This is an optimization exercise on Yosys and OpenROAD, whose aim is small area, a short achievable clock period and few clock cycles per item, not a production implementation. Function was checked by simulation only, so behaviour that the tests miss may differ from the original. Power and IR drop assume default switching activity.

## flow/design.v (module list and top-level ports; edited modules follow where they fit)
// module vproc_mul_block: 55 lines
// module vector_mul_simple: 4470 lines
// module mul_pp: 3 lines
// module mul_ppn: 3 lines
// module mul_fa: 4 lines
// module mul_aoi: 3 lines
// module mul_oai: 3 lines
// module mul_nand: 3 lines
// module mul_nor: 3 lines
// module mul_inv: 3 lines
// module mul_ha: 4 lines
module vector_mul_simple (
    input  logic               clk_i,
    input  logic               rst_ni,
    input  logic               in_valid_i,
    input  logic signed [31:0] in_a_i,
    input  logic signed [31:0] in_b_i,
    output logic               out_valid_o,
    output logic signed [63:0] out_result_o
);
  // ...
==> flow/flow/run.sh <==
#!/bin/bash
# Layout flow: the standard ORFS flow (standard.sh, unchanged synthesis), except that
#  - the buffers placed on the input and output ports are sky130_fd_sc_hd__buf_2 instead of the
#    resizer's default pick (clkdlybuf4s50_1, twice the area and slow),
#  - flow/downsize.tcl, run when the synthesized netlist is loaded into OpenROAD, starts the
#    a21oi cells that abc sized _2 at _1 (the resizer upsizes those that timing needs).
set -euo pipefail
export BUFFER_PORTS_ARGS="-buffer_cell sky130_fd_sc_hd__buf_2"
export SETUP_SLACK_MARGIN=5.3
export POST_SYNTH_TCL="$PWD/flow/downsize.tcl"
bash standard.sh > standard.log 2>&1
==> flow/flow/downsize.tcl <==
# Sourced by ORFS's synth_odb step (POST_SYNTH_TCL) with the synthesized netlist loaded:
# abc maps the prefix adder's AOI cells to a21oi_2; start them at a21oi_1 and let the
# resizer upsize the ones that timing needs.
set db [ord::get_db]
set small [$db findMaster sky130_fd_sc_hd__a21oi_1]
set n 0
foreach inst [[ord::get_db_block] getInsts] {
  if {[[$inst getMaster] getName] eq "sky130_fd_sc_hd__a21oi_2"} {
    $inst swapMaster $small
    incr n
  }
}
puts "downsize.tcl: a21oi_2 -> a21oi_1 on $n instances"
==> flow/standard.sh <==
#!/bin/bash
# synth_recipe.tcl (not shown) runs the flow's synth.tcl, then flattens the netlist and writes it again
# the make line also repeats each setting of config.mk as NAME=value (left out here)
make -C /OpenROAD-flow-scripts/flow DESIGN_CONFIG=/design/flow/config.mk WORK_HOME=/design/flow/orfs CLKGATE_MAP_FILE= SYNTH_SCRIPT=/design/flow/synth_recipe.tcl "${@:-finish}"
==> flow/config.mk <==
export PLATFORM = sky130hd
export DESIGN_NAME = vector_mul_simple
export DESIGN_NICKNAME = vector_mul_simple
export VERILOG_FILES = /design/flow/design.v
export SDC_FILE = /design/flow/constraint.sdc
export NUM_CORES = 4
export LEC_CHECK = 0
export CAP_MARGIN = 20
export CORE_MARGIN = 2
export CORE_UTILIZATION = 55
export CTS_BUF_LIST = sky130_fd_sc_hd__clkbuf_16 sky130_fd_sc_hd__clkbuf_8
export CTS_CLUSTER_DIAMETER = 80
export CTS_CLUSTER_SIZE = 30
export SLEW_MARGIN = 20
export SYNTH_HIERARCHICAL = 1
export SYNTH_MINIMUM_KEEP_SIZE = 0
==> flow/constraint.sdc <==
create_clock -name core_clock -period 8.0 [get_ports {clk_i}]
set_input_delay 1.6000 -clock core_clock [delete_from_list [all_inputs] [get_ports {clk_i}]]
set_output_delay 1.6000 -clock core_clock [all_outputs]
set_load 0.01 [all_outputs]
==> results list, run 1 <==
- TritonCTS built the clock tree.
* Core area: 61370 sq um
- With fillers left out, the area of the finished cells amounts to about 36000 sq um.
- Placed Instances: 3649
- The library cells used most frequently in the layout, excluding fill and tap cells, are xnor2_1, o22ai_1, dfxtp_1, fa_1, ha_1.
* Tap Count: 790
* Met2 global-route usage: 49.18%
* Number of ports placed on the die boundary: 132
- Of all the cell area in the finished design, the clock network holds between 3 and 4%.
- DRT met1 WL: 43410 um
* Met1 demand-to-capacity share in global routing: 46.20%
* Cell count after synthesis: 2795
* Number of nets at the end of the flow: 3530
- Die area: 63710 sq um
- Critical path, cell by cell: buf_2
- The count of buffers added on input and output ports is 131.
- The worst setup path is of the flop to primary output kind.
- The startpoint identified for the worst hold timing path is m1393.
* Status: complete, no violations
* Cell class contributing the biggest share of worst-path delay: flip-flops
- The critical path ends at out_valid_o.
- Met2 wirelength from detailed routing: 44950 um
- For the final routed database, the setup TNS stands at 0 ns.
- Measured on the finished design, the core utilization comes to 58.19%.
- Buffers inserted during post-CTS setup optimization: 0
- Tightest Pin Transition: 1.083 ns
* Met3 layer usage reported by global route: 9.846%
- Clock Latency Late Sink: 0.66 ns
* Worst R2R Start: neg[6]
- Registers represent a cell area share of 31.65%.
- Of the cells placed in the final design, the portion with a size suffix greater than 1 is 11.01%.
- The die is 252.4 um tall.
* Total number of placement rows: roughly 90
- Compared with the post-synthesis result, the final layout area differs by 5.220%.
* Clkbuf count: 32
- Switch share: between 40% and 50%
Testbench counts, summed over its fixed seeds: cycles 16,024, items 16,000.
==> run 2, diff against run 1 <==
--- a/flow/flow/run.sh
+++ b/flow/flow/run.sh
@@ -6,6 +6,6 @@
 #    a21oi cells that abc sized _2 at _1 (the resizer upsizes those that timing needs).
 set -euo pipefail
 export BUFFER_PORTS_ARGS="-buffer_cell sky130_fd_sc_hd__buf_2"
-export SETUP_SLACK_MARGIN=5.3
+export SETUP_SLACK_MARGIN=5.2
 export POST_SYNTH_TCL="$PWD/flow/downsize.tcl"
 bash standard.sh > standard.log 2>&1
==> run 2 against run 1 <==
  * Hold slack about the same
  * Synthesized cell count stayed put
  * Critical path depth unchanged
  * Critical endpoint is now out_result_o[39]
  * Sequential power is essentially flat
  * Sequential share of layout area grew 0.12 points
==> results list, run 2 <==
- Status: complete, no violations
- Number of buffers created by CTS: 31
- The largest individual stage delay along the critical path comes from the cell dfxtp_2.
- Global-route wire length before repair: 155500 um
- In this run the cell area of the synthesized design comes to between 30000 and 40000 sq um.
* Max-Slew Margin vs Limit: about a quarter
- Dividing the final minimum period by the clock period gives 34.60%.
- Summing all flip-flop and latch instances after layout gives 11270 sq um.
- Worst Path Max Fanout: 1
- Entering global routing, the biggest net connects 35 pins.
* Area of the multi-input gates: 20860 sq um
- Slack of the critical path: roughly 5.2 ns
* HPWL reported at the end of detailed placement: 75260 um
* Post-CTS Hold Fix Bufs: 0
- The via count of the first global-routing pass was 24090.
- The number of buffers and inverters on the critical path is 1.
- The initial antenna violation count was 7.
- The count of buffers added by post-CTS timing repair for setup is 0 (unchanged).
- Wire length per cell: about 28 um
* Count of buffers from port buffering: 131 (unchanged)
- The smallest clock period supported by the final layout is computed as around 2.8 ns.
- Routability-driven placement finished with a final weighted congestion of between 0.9 and 1.
* CTS tree: done
* Fin. max-slew vios: 0
- In the layout the commonest cells are xnor2_1, o22ai_1, dfxtp_1, fa_1, buf_2.
* Endpoint arrival time on the critical path: roughly 1.2 ns
- A synthesized cell averages 12.14 sq um.
- Effective utilization at floorplan: roughly 55%
* Die Y: 252.4 um (unchanged)
- Grt ovf: 0
- The count of endpoints failing hold in the final timing report is 0.
* Number of vias in the routed layout: 23440
- The register with the most flip-flops in the layout has between 60 and 70 of them.
* Final number of setup-violating endpoints: 0
- After detailed routing, the number of vias per cell comes to 6.328.
- The area of the die came to 63710 sq um (unchanged).
- Number of violations reported at the end of detailed-routing iteration 0: 2708
- Leaving out fill and tap cells, the most frequent cell in the layout is xnor2_1.
- The worst setup path is captured at a primary output.
- The count of nets left with antenna violations once routing finished came out at 0.
* Total routing usage reported by global routing: about a third
- Required @ worst endpoint: 6.40 ns
* Library cell used as clock root buffer: clkbuf_16
- Number of ports placed on the die boundary: 132 (unchanged)
* Number of violations of the max-capacitance limit: 0
- Setup Total Neg Slack: 0 ns (unchanged)
- Critical path, cell by cell: buf_2
* Area added between synthesis and finish: 4.531%
* Crit Path Category: flop to primary output
- Register with the highest flop count: res_q
- The cell family contributing the most delay on the critical path is flip-flops.
* Total length of routed wires: 105500 um
- Leading registers by flop count: res_q (64), b_q (32)
- The gate count after technology mapping came to 2795 (unchanged).
- Clock tree synthesis found a total of 558 sinks.
- Tightest Pin Transition: 1.103 ns (+0.02040 ns)
* Width of the die: 252.4 um
- Peak Freq: 361.3 MHz
- The worst setup path is launched from a flop.
- Total number of placement rows: 91 (unchanged)
- Antenna cells: 0
- Core area: 61370 sq um (unchanged)
- Counting along the longest clock path gives a buffer depth of 3.
* Number of remaining DRC errors: 0
- Number of search-and-repair iterations in the first detailed-routing pass: 8
- Fill cells in the final layout number 5162.
- The number of nets in the layout is 3530 (unchanged).
- Final core utilization: 57.81% (-0.38 points)
* Reported leakage power: 13.41 nW
- During synthesis, Yosys emitted a total of 7 warnings.
- Number of H-tree branching levels: 1
* Worst setup timing slack at the placement stage: 5.054 ns
- The path class of the tightest hold or removal check is flop to flop.
* Fraction of final layout cells sized beyond drive strength 1: 9.983% (-1.0 points)
* Ratio of total power to cell area: 474.7 nW/um^2
- Worst ir drop on vdd: 0.0008557 V
- Post-route clock skew: around 0.035 ns
* Clock Latency Late Sink: 0.66 ns (about the same)
- Setup repair after global routing could not meet its margin everywhere.
* Clock-pin transition on the worst setup and hold timing paths: 0.11 ns
- Crit path largest cell delay: 0.38 ns
## run 2: changes by cell type in the layout (fill, tap and decap cells not counted), moves of 2 or more
cell     before  now
dfxtp_1     480  501
dfxtp_4       7    5
dfxtp_2      67   48
a21oi_2       6    4
buf_2       104  126
buf_4        41   48
buf_6        32    3
o21ai_1      64   68
a21oi_1     119  122
o21ai_2       6    2
## run 2: worst paths after layout
kind	start	endpoint	slack, ns	cells past startpoint
setup / recovery	res_q[39]	out_result_o[39]	5.23	1
hold / removal	m1393	m1940	0.34	0
setup reg to reg	m1821	res_q[47]	5.28	9
hold reg to reg	m1393	m1940	0.34	0
max in group asynchronous	rst_ni	v4_q	7.17	1
min in group asynchronous	rst_ni	v1_q	0.72	1
## run 2: power by group
group,switching [mW],internal (mW),leakage (nW),total [mW]
logic,6.11,4.02,8.14,10.1
registers,0.662,4.14,4.71,4.80
clock network,1.11,0.805,0.557,1.91
## run 2: layer usage
| metal | GRT usage, % | vias up | share of wire (%) |
|---|---|---|---|
| met5 | 0 | - | 0.012 |
| met4 | 12.12 | 2 | 4.2 |
| met3 | 10.06 | 278 | 12 |
| met2 | 49.18 | 1572 | 42 |
| met1 | 46.02 | 11620 | 42 |
| li1 | - | 9971 | - |
## run 2: stage by stage
step           area, sq um  hold WS (ns)  total power [mW]  std cells
2_1_floorplan        33990        0.3096             10.02       2810
3_3_place_gp         34260        0.3110             14.64       3649
3_5_place_dp         34260        0.3164             14.73       3649
4_1_cts              35450        0.3412             16.67       3705
5_1_grt              35480        0.3518             18.00       3705
6_report             35480        0.3401             16.84       3705
## run 2: area by class of cell
cell class | instances | area share (%)
repair buffers | 177 | 2.889
multi-input cells | 2075 | 58.81
clock inverters | 24 | 1.005
well taps | 790 | 2.786
flip-flops and latches | 558 | 31.77
clock buffers | 32 | 2.226
inverters | 49 | 0.5185
## run 2: what timing repair did
| action | in CTS | in global routing |
|---|---|---|
| endpoints found under the hold margin | 0 | 0 |
| gates resized for setup | 19 | 7 |
| cloned | 0 | 0 |
| setup endpoints to repair | 26 | 13 |
==> run 3, diff against run 2 <==
--- a/flow/flow/run.sh
+++ b/flow/flow/run.sh
@@ -6,6 +6,6 @@
 #    a21oi cells that abc sized _2 at _1 (the resizer upsizes those that timing needs).
 set -euo pipefail
 export BUFFER_PORTS_ARGS="-buffer_cell sky130_fd_sc_hd__buf_2"
-export SETUP_SLACK_MARGIN=5.2
+export SETUP_SLACK_MARGIN=5.4
 export POST_SYNTH_TCL="$PWD/flow/downsize.tcl"
 bash standard.sh > standard.log 2>&1
--- a/flow/config.mk
+++ b/flow/config.mk
@@ -7,7 +7,7 @@
 export LEC_CHECK = 0
 export CAP_MARGIN = 20
 export CORE_MARGIN = 2
-export CORE_UTILIZATION = 55
+export CORE_UTILIZATION = 50
 export CTS_BUF_LIST = sky130_fd_sc_hd__clkbuf_16 sky130_fd_sc_hd__clkbuf_8
 export CTS_CLUSTER_DIAMETER = 80
 export CTS_CLUSTER_SIZE = 30
==> run 3 against run 2 <==
  * Cell area increased by 1.8%
  * Core utilization fell by 4.1 points
  * Highest routed layer unchanged
  * Register-to-register slack better by 0.11 ns
  * Still clean
==> results list, run 3 <==
- The run finished with no timing, DRC or antenna violations.
* Number of buffers created by CTS: 34 (+9.7%)
* Max-Slew Margin vs Limit: 27.67% (+1.2 points)
- Final number of setup-violating endpoints: 0 (unchanged)
* Number of clock sinks: 558 (unchanged)
- Crit path largest cell delay: 0.40 ns (+0.02 ns)
* CTS tree: done
* Setup Total Neg Slack: 0 ns (unchanged)
- The number of routed nets with antenna violations came to 0 (unchanged).
- Post-route clock skew: 0.02622 ns (-0.008912 ns)
* Count of buffers from port buffering: 131 (unchanged)
- Total routing usage reported by global routing: 30.65% (-2.5 points)
- Ratio of total power to cell area: 474.5 nW/um^2 (about the same)
- Fin crit share: 33.71% (-0.89 points)
- Library cell used as clock root buffer: clkbuf_16
- Placer's final routability congestion estimate: 0.9620 (-2.0%)
* Wire length per cell: 28.16 um (-1.1%)
- The row count was 95 (+4.4%).
- The cell depth of the worst min-delay path was 0 (unchanged).
* Worst R2R Start: m1302
- Clock-pin transition on the worst setup and hold timing paths: 0.10 ns (about the same)
* Number of H-tree branching levels: 2 (+1)
* Clock Latency Late Sink: 0.59 ns (-0.07 ns)
- Number of ports placed on the die boundary: 132 (unchanged)
* Core area: 67160 sq um (+9.4%)
- By startpoint and endpoint, the worst setup path is classified as flop to primary output.
- Fin. max-slew vios: 0 (unchanged)
- Leaving out fill and tap cells, the most frequent cells in the layout are xnor2_1, o22ai_1, dfxtp_1, fa_1, ha_1.
* Most common cell after layout, fill and taps aside: xnor2_1
- The final wirelength came to 107000 um (+1.4%).
- The area of all placed cells without fillers is 36100 sq um (+1.8%).
- The worst-case vdd ir drop was 0.0004995 V (-42%).
* Worst R2R Path Depth: 4 (-5)
* Number of vias in the routed layout: 23520 (+0.32%)
- The maximum fanout encountered on the critical timing path came to 1 (unchanged).
* Min Tclk post-route: 2.696 ns (-0.07143 ns)
* Reg2Reg Setup Slack: 5.39 ns (+0.11 ns)
* Die area: 69980 sq um (+9.8%)
- Number of global-route vias before repair: 24620 (+2.2%)
* Worst-case hold path end point: m1822
* Total placed instance area: 34390 sq um (+0.38%)
- Cell class contributing the biggest share of worst-path delay: flip-flops
- The signal arrival time at the worst endpoint was 1.10 ns (-0.07 ns).
* Critical path's slowest cell: dfxtp_4
- Largest register FFs: 64 (unchanged)
- Setup repair after global routing could not meet its margin everywhere.
* Number of nets at the end of the flow: 3538 (+0.23%)
- Kind of end point of the critical path: primary output
* Yosys synthesis warning count: 7 (unchanged)
- The highest attainable clock frequency came to 370.9 MHz (+2.6%).
- The worst setup path is launched from a flop.
- Tightest Pin Transition: 1.085 ns (-0.01796 ns)
- Number of antenna violations at the first check in global routing: 10 (+3)
- Reported leakage power: 13.59 nW (+1.4%)
- Worst min-delay path class: flop to flop
* Max clock buf depth: 3 (unchanged)
- Maximum number of pins on one net before global-route repair: 35 (unchanged)
- In the final layout, the registers with the most flip-flops are res_q (64), b_q (32).
- The max-cap check violation count is 0 (unchanged).
* Vias per inst: 6.189 (-2.2%)
- Walking the worst path, the cells encountered are buf_6.
* HPWL reported at the end of detailed placement: 75570 um (+0.42%)
* Final number of hold-violating endpoints: 0 (unchanged)
* Effective utilization at floorplan: 50.53% (-4.8 points)
* Global-route wire length before repair: 158500 um (+1.9%)
- The required time at the endpoint of the critical path came to 6.40 ns (about the same).
- Cell count after synthesis: 2795 (unchanged)
- The number of detailed-route iterations in the first pass was 7 (-1).
- Grt ovf: 0 (unchanged)
- Width of the die: 264.5 um (+4.8%)
- Area added between synthesis and finish: 6.363%
- Die Y: 264.5 um (+4.8%)
- Buffers plus inverters on the worst setup path: 1 (unchanged)
- Number of violations reported at the end of detailed-routing iteration 0: 2704 (-0.15%)
* Endpoint of the worst-slack reg-to-reg timing path: m1898
* Fraction of final layout cells sized beyond drive strength 1: 11.89% (+1.9 points)
- Mean area per synthesized cell: 12.14 sq um (unchanged)
* Synthesized cell area: 33940 sq um (unchanged)
* Number of remaining DRC errors: 0 (unchanged)
* Hold path startpoint: m1112
- Counting flops per register, the top entry is res_q.
## run 3: worst max-delay path by stage
| stage | endpoint | startpoint | cells after the start |
|---|---|---|---|
| final | out_result_o[39] | res_q[39] | 1 |
| after global routing | out_result_o[39] | res_q[39] | 1 |
| after CTS | out_result_o[39] | res_q[39] | 1 |
| after detailed placement | res_q[45] | m1821 | 9 |
| after global placement | m1331 | b_q[31] | 4 |
| after floorplan | m1886 | m1259 | 4 |
## run 3: power by group
group | switching [mW] | total [mW] | internal [mW]
Sequential | 0.689 | 4.85 | 4.16
Clock | 1.12 | 2.05 | 0.925
Combinational | 6.06 | 10.2 | 4.18
Total | 7.87 | 17.1 | 9.26
## run 3: what timing repair did
action | 4_1_cts | 5_1_grt
endpoints found under the hold margin | 0 | 0
hold buffers | 0 | 0
setup endpoints to repair | 156 | 107
setup buffers | 0 | 1
resized for setup | 68 | 55
## run 3: routing by layer
layer  vias up  wire length [um]  GRT usage, %
met5         -                27             0
met4         4              5225         13.97
met3       303             12030         9.001
met2      1573             46280         45.93
met1     11640             43440         41.13
li1       9994                 -             -
## run 3: layout make-up
cell class / instances / area, sq um
Antenna cell: 1 / 2.502
Clock buffer: 37 / 925.9
Clock inverter: 25 / 339.1
Fill cell: 5888 / 31060
Inverter: 49 / 183.9
Multi-Input combinational cell: 2075 / 20950
Sequential cell: 558 / 11310
Tap cell: 873 / 1092
Timing Repair Buffer: 182 / 1297
## run 3: through the flow
stage	setup slack, ns	power, mW	hold WS (ns)	util (%)	cells
floorplan	5.740	10.02	0.3096	-	2810
global placement	5.046	14.60	0.3111	51.20	3736
detailed placement	5.046	14.68	0.3121	51.21	3736
CTS	5.255	16.88	0.3365	53.43	3798
global route	5.258	18.26	0.3482	53.75	3799
finish	5.304	17.13	0.3392	53.75	3800
## run 3: worst register-to-register path, stage by stage (launching register included)
cell and delay, ns:
dfxtp_1 0.33, fa_1 0.52, fa_1 0.48, fa_1 0.60
fa_2 0.55
==> run 4, diff against run 3 <==
--- a/flow/flow/run.sh
+++ b/flow/flow/run.sh
@@ -6,6 +6,6 @@
 #    a21oi cells that abc sized _2 at _1 (the resizer upsizes those that timing needs).
 set -euo pipefail
 export BUFFER_PORTS_ARGS="-buffer_cell sky130_fd_sc_hd__buf_2"
-export SETUP_SLACK_MARGIN=5.4
+export SETUP_SLACK_MARGIN=5.5
 export POST_SYNTH_TCL="$PWD/flow/downsize.tcl"
 bash standard.sh > standard.log 2>&1
==> run 4 against run 3 <==
  * Global-route usage is essentially flat
  * Die area did not move
  * Synthesized area unchanged
  * Clock skew increased by 0.0024 ns
  * Cell area up 0.66%
  * Non-clock buffer count increased by 6
  * Sequential share of layout area decreased by 0.14 points
  * Synthesized cell count did not move
  * Count of clock-buffer cells in the layout unchanged
  * Register-to-register slack better by 0.08 ns
  * Largest cell class unchanged
  * Highest routed layer unchanged
  * Setup slack about the same
==> results list, run 4 <==
* Fin. max-slew vios: 0 (unchanged)
* Worst Path Max Fanout: 1 (unchanged)
- Effective utilization at floorplan: 50.53% (unchanged)
- The worst setup path is launched from a flop.
* Cell count after synthesis: 2795 (unchanged)
- The number of DRC markers in iteration 0 came to 2901 (+7.3%).
- Crit path largest cell delay: 0.40 ns (about the same)
- The number of nets in the layout was 3544 (+0.17%).
* Final core utilization: 54.10% (+0.35 points)
- Clock-pin transition on the worst setup and hold timing paths: 0.10 ns (about the same)
- The detailed-placement wirelength estimate came to 75570 um (unchanged).
- Clock Latency Late Sink: 0.60 ns (about the same)
- Leading registers by flop count: res_q (64), b_q (32)
- Leaving out fill and tap cells, the most frequent cell in the layout is xnor2_1.
- Tightest Pin Transition: 1.033 ns (-0.05178 ns)
- The die outline height was 264.5 um (unchanged).
- The setup path with the least slack is of type flop to primary output.
- The average routed wire per standard cell was 28.28 um (+0.41%).
- The level count of the clock H-tree was 2 (unchanged).
* Status: complete, no violations
* Setup Total Neg Slack: 0 ns (unchanged)
- The average via count per standard cell was 6.184 (about the same).
- Min Tclk post-route: 2.696 ns (-0.0003800 ns)
* Yosys synthesis warning count: 7 (unchanged)
- The slowest stage of the critical path belongs to the cell dfxtp_4.
- The maximum number of pins on one net before global-route repair is 35 (unchanged).
- Final number of hold-violating endpoints: 0 (unchanged)
- Core area: 67160 sq um (unchanged)
- Width of the die: 264.5 um (unchanged)
* Largest register FFs: 64 (unchanged)
- The worst slew margin relative to its limit is 31.12% (+3.5 points).
- Area added between synthesis and finish: 7.060%
* Die area: 69980 sq um (unchanged)
* Fin crit share: 33.70% (about the same)
- The average instance area after synthesis was 12.14 sq um (unchanged).
* Kind of end point of the critical path: primary output
- Peak Freq: 370.9 MHz (about the same)
* Post-CTS Hold Fix Bufs: 0 (unchanged)
* Register with the highest flop count: res_q
- Number of ports placed on the die boundary: 132 (unchanged)
- The share of layout cells above drive strength 1 is 12.79% (+0.90 points).
- Antenna Nets Post-Route: 0 (unchanged)
* Synthesized cell area: 33940 sq um (unchanged)
* Global-route wire length before repair: 158600 um (about the same)
- The total number of clock tree sinks came to 558 (unchanged).
- Cell class contributing the biggest share of worst-path delay: flip-flops
* Number of global-route vias before repair: 24620 (+0.016%)
- Library cell used as clock root buffer: clkbuf_16
- Count of buffers from port buffering: 131 (unchanged)
- The fill cell instance count of the final layout was 5859 (-0.49%).
- Buffers plus inverters on the worst setup path: 1 (unchanged)
* Number of search-and-repair iterations in the first detailed-routing pass: 8 (+1)
- Placer's final routability congestion estimate: 0.9620 (unchanged)
- Total number of placement rows: 95 (unchanged)
- Worst min-delay path class: flop to flop
- Reported leakage power: 13.66 nW (+0.49%)
- The max-cap check violation count is 0 (unchanged).
* Number of vias in the routed layout: 23540 (+0.072%)
- Required @ worst endpoint: 6.40 ns (about the same)
- The overflow left after global routing came to 0 (unchanged).
* Number of remaining DRC errors: 0 (unchanged)
- Critical path, cell by cell: buf_6
- Final number of setup-violating endpoints: 0 (unchanged)
- The signal arrival time at the worst endpoint was 1.10 ns (about the same).
- CTS tree: done
- Max clock buf depth: 3 (unchanged)
- Post-route clock skew: 0.02865 ns (+0.002428 ns)
- Number of antenna violations at the first check in global routing: 10 (unchanged)
* Total routing usage reported by global routing: 30.67% (about the same)
* Unrepaired setup endpoints after global routing: yes
- The worst-case vdd ir drop was 0.0005146 V (+3.0%).
- Number of buffers created by CTS: 34 (unchanged)
- Total length of routed wires: 107600 um (+0.57%)
* Top library cells by usage in the layout, fill and taps aside: xnor2_1, o22ai_1, dfxtp_1, fa_1, ha_1
- The areal power density over the cells is 475.4 nW/um^2 (+0.19%).
==> run 4: final timing paths <==
path,start,to,slack (ns),cells past startpoint
min in group asynchronous,rst_ni,v2_q,0.80,1
max in group asynchronous,rst_ni,v3_q,7.09,1
worst max register to register,n1[6],m1241,5.47,3
worst min-delay path,m1115,m1825,0.34,0
worst min register to register,m1115,m1825,0.34,0
worst max-delay path,res_q[39],out_result_o[39],5.30,1
==> run 4: metrics by stage <==
| step | power, mW | cell area [sq um] | hold slack [ns] | setup WS [ns] | cells |
|---|---|---|---|---|---|
| 5_1_grt | 18.40 | 36330 | 0.3482 | 5.258 | 3805 |
| 3_3_place_gp | 14.60 | 34390 | 0.3111 | 5.046 | 3736 |
| 4_1_cts | 16.96 | 35950 | 0.3365 | 5.255 | 3800 |
| 2_1_floorplan | 10.02 | 33990 | 0.3096 | 5.740 | 2810 |
| 3_5_place_dp | 14.68 | 34390 | 0.3121 | 5.046 | 3736 |
| 6_report | 17.27 | 36330 | 0.3388 | 5.304 | 3806 |
==> run 4: layout make-up <==
cell class,count,area (sq um),share of cell area (%)
inverters,49,183.9,0.5062
diodes,1,2.502,0.006887
clock buffers,37,925.9,2.548
well taps,873,1092,3.006
repair buffers,188,1389,3.822
flip-flops and latches,558,11330,31.19
clock inverters,25,339.1,0.9332
multi-input cells,2075,21070,57.99
==> run 4: metal layers <==
metal	global-route usage, %	routed length, um	vias up
met5	0	27	-
met4	13.74	5417	4
met3	9.020	12280	297
met2	46.04	46280	1568
met1	41.18	43610	11670
li1	-	-	9995
==> run 4: timing repair <==
action / 4_1_cts / 5_1_grt
setup buffers: 2 / 5
gates resized for setup: 85 / 77
pin swaps: 4 / 3
hold endpoints to repair: 0 / 0
endpoints found under the setup margin: 253 / 140
==> run 4: where the power goes <==
group	total [mW]	switching (mW)	internal (mW)
Clock	2.05	1.13	0.925
Sequential	4.84	0.686	4.16
Combinational	10.4	6.12	4.26
==> run 5, diff against run 4 <==
--- a/flow/flow/run.sh
+++ b/flow/flow/run.sh
@@ -6,6 +6,6 @@
 #    a21oi cells that abc sized _2 at _1 (the resizer upsizes those that timing needs).
 set -euo pipefail
 export BUFFER_PORTS_ARGS="-buffer_cell sky130_fd_sc_hd__buf_2"
-export SETUP_SLACK_MARGIN=5.5
+export SETUP_SLACK_MARGIN=5.3
 export POST_SYNTH_TCL="$PWD/flow/downsize.tcl"
 bash standard.sh > standard.log 2>&1
==> run 5 against run 4 <==
  * Still clean on timing, DRC and antenna
  * Fmax about the same
  * Routed wire length fell by 0.49%
  * Die area is the same
  * Largest cell class unchanged
  * Largest power group unchanged
==> results list, run 5 <==
- The root buffer cell chosen for the clock tree is clkbuf_16.
* Required @ worst endpoint: 6.40 ns (about the same)
- Antenna Nets Post-Route: 0 (unchanged)
- Max-Slew Margin vs Limit: 27.29% (-3.8 points)
- The count of hold buffers inserted by post-cts repair was 0 (unchanged).
* Grt ovf: 0 (unchanged)
- Endpoint arrival time on the critical path: 1.10 ns (about the same)
- The slew of the pin with the lowest slew margin was 1.091 ns (+0.05753 ns).
- Slack of the critical path: 5.302 ns (-0.001850 ns)
- The mapped cell area was 33940 sq um (unchanged).
- The clock transition at the registers of the reported paths came to 0.11 ns (about the same).
- Unrepaired setup endpoints after global routing: yes
- The final-report max-slew violation count was 0 (unchanged).
* Worst ir drop on vdd: 0.0004850 V (-5.7%)
* Critical path's slowest cell: dfxtp_4
- Ratio of total power to cell area: 471.9 nW/um^2 (-0.75%)
- Vias per inst: 6.204 (+0.33%)
- Buffers plus inverters on the worst setup path: 1 (unchanged)
- The gate count after technology mapping was 2795 (unchanged).
- The die outline height was 264.5 um (unchanged).
- The largest registers in the layout are res_q (64), b_q (32).
- Global-route wire length before repair: 158300 um (-0.19%)
- The utilization after layout was 53.29% (-0.81 points).
* Buffers inserted during post-CTS setup optimization: 0 (-2)
- The clock network latency to the later pin of the worst-skew pair is 0.59 ns (about the same).
* Logic gate share of total power: 59.4% (-0.7 points)
* Most common cell after layout, fill and taps aside: xnor2_1
* Cell area after layout: 35790 sq um (-1.5%)
* Cell class contributing the biggest share of worst-path delay: flip-flops
- Placed Instances: 3736 (unchanged)
* CTS tree: done
* Crit path largest cell delay: 0.38 ns (-0.02 ns)
- The number of DRC markers in iteration 0 came to 2701 (-6.9%).
- The boundary pin count came to 132 (unchanged).
- Post-route clock skew: 0.02818 ns (-0.0004721 ns)
- Number of buffers created by CTS: 34 (unchanged)
* Count of buffers from port buffering: 131 (unchanged)
- The clock group share of total power came to 12.1% (+0.2 points).
- Total power consumption of the routed design: 16.89 mW (-2.2%)
- The pre-CTS setup slack was 5.046 ns (unchanged).
- Switching power: 7.824 mW (-1.4%)
* Largest register FFs: 64 (unchanged)
* Part of the power in registers: 28.5% (+0.5 points)
- The fraction of power spent switching nets is 46.33% (+0.41 points).
- The number of nets in the layout is 3537 (-0.20%).
* HPWL reported at the end of detailed placement: 75570 um (unchanged)
* Fraction of final layout cells sized beyond drive strength 1: 10.53% (-2.3 points)
- The placeable core region was 67160 sq um (unchanged).
* Die area: 69980 sq um (unchanged)
* Worst min-delay path class: flop to flop
- The setup violation total in the final timing report is 0 (unchanged).
- The remaining design rule violation count was 0 (unchanged).
- The max-cap check violation count was 0 (unchanged).
* Peak Freq: 370.7 MHz (about the same)
- Setup Total Neg Slack: 0 ns (unchanged)
- Number of antenna violations at the first check in global routing: 10 (unchanged)
- The Yosys warning count was 7 (unchanged).
* Total routing usage reported by global routing: 30.62% (-0.058 points)
- Kind of end point of the critical path: primary output
- res_q holds more flip-flops than any other register.
- The fraction of the cycle the final worst path needs is 33.72% (about the same).
- Wire length per cell: 28.18 um (-0.33%)
* Top library cells by usage in the layout, fill and taps aside: xnor2_1, o22ai_1, dfxtp_1, fa_1, buf_2
- The width of the die was 264.5 um (unchanged).
* Crit Path Category: flop to primary output
* Max clock buf depth: 3 (unchanged)
- Worst Path Max Fanout: 1 (unchanged)
- Mean area per synthesized cell: 12.14 sq um (unchanged)
- The level count of the clock H-tree is 2 (unchanged).
- The run finished with no timing, DRC or antenna violations.
- The total leakage power came to 13.50 nW (-1.1%).
- The internal power contribution came to 9.064 mW (-3.0%).
* Total placed instance area: 34390 sq um (unchanged)
* Effective utilization at floorplan: 50.53% (unchanged)
- The minimum hold slack was 0.3382 ns (-0.0005300 ns).
- The number of vias after detailed routing came to 23580 (+0.17%).
- Compared with the post-synthesis result, the final layout area differs by 5.464%.
* Placer's final routability congestion estimate: 0.9620 (unchanged)
- Number of clock sinks: 558 (unchanged)
- Kind of start point of the critical path: flop
- The signal on the critical path passes through buf_6.
* Maximum number of pins on one net before global-route repair: 35 (unchanged)
* Total length of routed wires: 107100 um (-0.49%)
* Number of search-and-repair iterations in the first detailed-routing pass: 8 (unchanged)
* Min Tclk post-route: 2.698 ns (+0.001850 ns)
- The count of endpoints failing hold in the final timing report was 0 (unchanged).
- Number of global-route vias before repair: 24610 (-0.057%)
* Total number of placement rows: 95 (unchanged)
- The number of non-filler instances in the completed layout was 3800 (-0.16%).
run 5: path summary, 6_finish.rpt:
kind	depth (start not counted)	to	startpoint	slack (ns)
worst max-delay path	1	out_result_o[43]	res_q[43]	5.30
worst min-delay path	0	m1825	m1115	0.34
worst max register to register	9	res_q[61]	m1844	5.31
worst min register to register	0	m1825	m1115	0.34
max in group asynchronous	1	v3_q	rst_ni	7.10
min in group asynchronous	1	v2_q	rst_ni	0.79
run 5: power by group through the flow:
stage / registers, mW / clock network [mW] / logic, mW
2_1_floorplan: 4.72 / 0 / 5.31
3_3_place_gp: 4.85 / 0 / 9.75
3_5_place_dp: 4.88 / 0 / 9.80
4_1_cts: 4.83 / 2.10 / 9.87
5_1_grt: 4.93 / 2.20 / 10.9
6_report: 4.81 / 2.05 / 10.0
run 5: area by class of cell:
| class | count | area (sq um) |
|---|---|---|
| Fill cell | 5895 | 31370 |
| Antenna cell | 2 | 5.005 |
| Clock inverter | 25 | 339.1 |
| Clock buffer | 37 | 925.9 |
| Sequential cell | 558 | 11270 |
| Timing Repair Buffer | 181 | 1082 |
| Tap cell | 873 | 1092 |
| Multi-Input combinational cell | 2075 | 20890 |
| Inverter | 49 | 183.9 |
run 5: per-layer routing:
layer  GRT usage [%]  up-vias  share of wire [%]
met3           9.076      290                 11
met5               0        -              0.025
met4           13.67        4                4.9
met1           41.13    11670                 40
li1                -     9994                  -
met2           45.89     1623                 43
run 5: repair_timing:
| action | 4_1_cts | 5_1_grt |
|---|---|---|
| setup endpoints to repair | 49 | 29 |
| gates cloned | 0 | 0 |
| resized for setup | 38 | 6 |
==> run 6, diff against run 5 <==
--- a/flow/flow/run.sh
+++ b/flow/flow/run.sh
@@ -8,4 +8,5 @@
 export BUFFER_PORTS_ARGS="-buffer_cell sky130_fd_sc_hd__buf_2"
 export SETUP_SLACK_MARGIN=5.3
 export POST_SYNTH_TCL="$PWD/flow/downsize.tcl"
+export CTS_ARGS="-sink_clustering_enable -repair_clock_nets -sink_clustering_size 30 -sink_clustering_max_diameter 80 -buf_list {sky130_fd_sc_hd__clkbuf_16 sky130_fd_sc_hd__clkbuf_8} -root_buf sky130_fd_sc_hd__clkbuf_16 -sink_clustering_levels 1"
 bash standard.sh > standard.log 2>&1
--- a/flow/config.mk
+++ b/flow/config.mk
@@ -7,7 +7,7 @@
 export LEC_CHECK = 0
 export CAP_MARGIN = 20
 export CORE_MARGIN = 2
-export CORE_UTILIZATION = 50
+export CORE_UTILIZATION = 55
 export CTS_BUF_LIST = sky130_fd_sc_hd__clkbuf_16 sky130_fd_sc_hd__clkbuf_8
 export CTS_CLUSTER_DIAMETER = 80
 export CTS_CLUSTER_SIZE = 30
==> run 6 against run 5 <==
  * Setup slack worse by 0.060 ns
  * Register-to-register slack improved by 0.05 ns
  * Count of clock-buffer cells in the layout is 5 lower
  * Sequential share of layout area is 0.15 points higher
  * Clock skew grew 0.0076 ns
  * Largest cell class unchanged
  * Highest routed layer unchanged
==> results list, run 6 <==
- The area of the die came to 63710 sq um (-9.0%).
- The maximum fanout encountered on the critical timing path is 1 (unchanged).
- The final setup slack of the worst path came to 5.242 ns (-0.05976 ns).
* Number of vias in the routed layout: 23390 (-0.80%)
* Number of search-and-repair iterations in the first detailed-routing pass: 6 (-2)
- The signal arrival time at the worst endpoint is 1.16 ns (+0.06 ns).
- The final weighted congestion in routability-driven placement is 0.9820 (+2.1%).
- The flow ran to the end and the layout has no timing, DRC or antenna violations.
* Met3 layer usage reported by global route: 9.846% (+0.77 points)
- FF+latch area: 11300 sq um (+0.23%)
* Total placed instance area: 34260 sq um (-0.37%)
- Number of ports placed on the die boundary: 132 (unchanged)
* Peak Freq: 362.6 MHz (-2.2%)
- The share of layout cells above drive strength 1 came to 11.01% (+0.48 points).
- Fin crit share: 34.47% (+0.75 points)
* Crit Path Category: flop to primary output
- The Yosys warning count came to 7 (unchanged).
- The setup slack on the worst flop-to-flop path is 5.36 ns (+0.05 ns).
* Maximum number of pins on one net before global-route repair: 35 (unchanged)
- The count of buffers from port buffering came to 131 (unchanged).
- Final core utilization: 58.19% (+4.9 points)
- The worst-case vdd ir drop came to 0.0009328 V (+92%).
- Mean area per synthesized cell: 12.14 sq um (unchanged)
- The row count came to 91 (-4.2%).
* Worst-case hold path end point: m1940
- CTS tree: done
- Buffers plus inverters on the worst setup path: 1 (unchanged)
- The top cell types in the final layout, fill and taps aside, are xnor2_1, o22ai_1, dfxtp_1, fa_1, ha_1.
* Max-Slew Margin vs Limit: 27.83% (+0.55 points)
- Synthesized cell area: 33940 sq um (unchanged)
* Total length of routed wires: 105500 um (-1.5%)
- Critical path, cell by cell: buf_2
* Number of instances on the worst hold path: 0 (unchanged)
- The number of antenna diodes was 0 (-2).
- The count of buffers added by post-CTS timing repair for setup came to 0 (unchanged).
- The level count of the clock H-tree came to 1 (-1).
- The detailed-placement wirelength estimate is 75260 um (-0.42%).
- The total number of clock tree sinks was 558 (unchanged).
- Among all stages on the critical path, the largest delay is contributed by dfrtp_1.
- The areal power density over the cells is 475.7 nW/um^2 (+0.81%).
- Cell count after synthesis: 2795 (unchanged)
- Number of nets at the end of the flow: 3530 (-0.20%)
- Required @ worst endpoint: 6.40 ns (about the same)
* Number of antenna violations at the first check in global routing: 7 (-3)
* Width of the die: 252.4 um (-4.6%)
- Area of the multi-input gates: 20900 sq um (about the same)
- Total power consumption of the routed design: 16.99 mW (+0.57%)
- The count of endpoints failing hold in the final timing report was 0 (unchanged).
* Met2 global-route usage: 49.18% (+3.3 points)
- Final number of setup-violating endpoints: 0 (unchanged)
- Number of violations of the max-capacitance limit: 0 (unchanged)
- Cell class contributing the biggest share of worst-path delay: flip-flops
- Antenna Nets Post-Route: 0 (unchanged)
* Register with the highest flop count: res_q
- Die Y: 252.4 um (-4.6%)
* Hold path startpoint: m1393
- Post-CTS Hold Fix Bufs: 0 (unchanged)
* Met1 demand-to-capacity share in global routing: 46.20% (+5.1 points)
- The worst clock skew is 0.03575 ns (+0.007569 ns).
- The number of gates resized after cts was 40 (+5.3%).
- Endpoint of the worst-slack reg-to-reg timing path: m1341
- Total routing usage reported by global routing: 33.19% (+2.6 points)
- The clock transition at the registers of the reported paths is 0.11 ns (about the same).
- The area of all placed cells without fillers came to 35710 sq um (-0.23%).
* Unrepaired setup endpoints after global routing: yes
* Number of global-route vias before repair: 24100 (-2.1%)
- Clock tree synthesis selected as its root buffer the cell clkbuf_16.
- Global-route wire length before repair: 155600 um (-1.7%)
* Core area: 61370 sq um (-8.6%)
- Effective utilization at floorplan: 55.30% (+4.8 points)
- The fill cell instance count of the final layout is 5162 (-12%).
- The post-route minimum period came to 2.758 ns (+0.05976 ns).
* Setup Total Neg Slack: 0 ns (unchanged)
- The slew of the pin with the lowest slew margin came to 1.083 ns (-0.008186 ns).
- Leading registers by flop count: res_q (64), b_q (32)
- The number of CTS-inserted buffers is 31 (-8.8%).
- Number of violations reported at the end of detailed-routing iteration 0: 2860 (+5.9%)
* Clock Latency Late Sink: 0.66 ns (+0.07 ns)
- Reported leakage power: 13.47 nW (-0.25%)
* Most common cell after layout, fill and taps aside: xnor2_1
- Largest register FFs: 64 (unchanged)
* Worst min-delay path class: flop to flop
* Crit path largest cell delay: 0.37 ns (about the same)
* Max clock buf depth: 3 (unchanged)
* Area added between synthesis and finish: 5.220%
- Kind of start point of the critical path: flop
* Worst R2R Start: neg[6]
* Layer carrying the most global-route usage: met2
* Number of remaining DRC errors: 0 (unchanged)
- Worst R2R Path Depth: 5 (-4)
* Vias per inst: 6.312 (+1.7%)
- Worst setup timing slack at the placement stage: 5.054 ns (+0.007400 ns)
- The worst setup path is captured at a primary output.
* Grt ovf: 0 (unchanged)
* Wire length per cell: 28.48 um (+1.1%)
* Fin. max-slew vios: 0 (unchanged)
run 6: area by class of cell:
cell class              instances  share of cell area [%]
clock inverters                24                  0.9986
clock buffers                  32                   2.211
well taps                     790                   2.768
flip-flops and latches        558                   31.65
multi-input cells            2075                   58.53
repair buffers                177                   3.329
inverters                      49                  0.5151
run 6: worst max-delay path by stage:
stage / cells past startpoint / end / startpoint
detailed placement: 9 / res_q[63] / m1821
CTS: 1 / out_valid_o / v4_q
finish: 1 / out_valid_o / v4_q
floorplan: 4 / m1886 / m1259
global placement: 9 / res_q[63] / m1821
global route: 1 / out_valid_o / v4_q
run 6: per-layer routing:
layer,routed length (um),vias to the layer above,share of wire (%)
met4,4346,2,4.1
met3,12810,265,12
li1,-,9961,-
met5,13,-,0.012
met1,43410,11590,41
met2,44950,1573,43
run 6: metrics by stage:
stage,hold slack (ns),instances
after floorplan,0.3096,2810
after global placement,0.3110,3649
after detailed placement,0.3164,3649
after CTS,0.3412,3705
after global routing,0.3518,3705
final,0.3403,3705
run 6: power breakdown:
part           leakage (nW)  switching, mW  internal (mW)
clock                 0.557           1.11          0.805
sequential             4.71          0.678           4.15
combinational          8.20           6.12           4.12

[separate check: timing with driven ports]
The results above use ideal ports. As a check the final layouts listed here were re-extracted and re-timed, cells and wires unchanged. Step 1, drivers: a clkbuf_16 drives clk_i and a buf_2 each remaining input, both assumed. Step 2 also shifts input and output timing later by t, the mid clock arrival at the registers, as if the neighbouring blocks saw the same clock. Three values: ideal ports, drivers, drivers and shift; two values: the first two.
run | t (ns) | setup slack, ns | worst setup path after step 2 | worst data-port slew with drivers (ns)
run 1 | 0.705 | 5.242 / 5.176 / 5.365 | register to register | 0.05
run 2 | 0.706 | 5.232 / 5.165 / 5.275 | register to register | 0.05
run 3 | 0.643 | 5.304 / 5.241 / 5.394 | register to register | 0.05
run 4 | 0.645 | 5.304 / 5.241 / 5.469 | register to register | 0.05
run 5 | 0.645 | 5.302 / 5.239 / 5.311 | register to register | 0.05
run 6 | 0.705 | 5.242 / 5.176 / 5.365 | register to register | 0.05
After both steps every run listed still meets setup and hold.
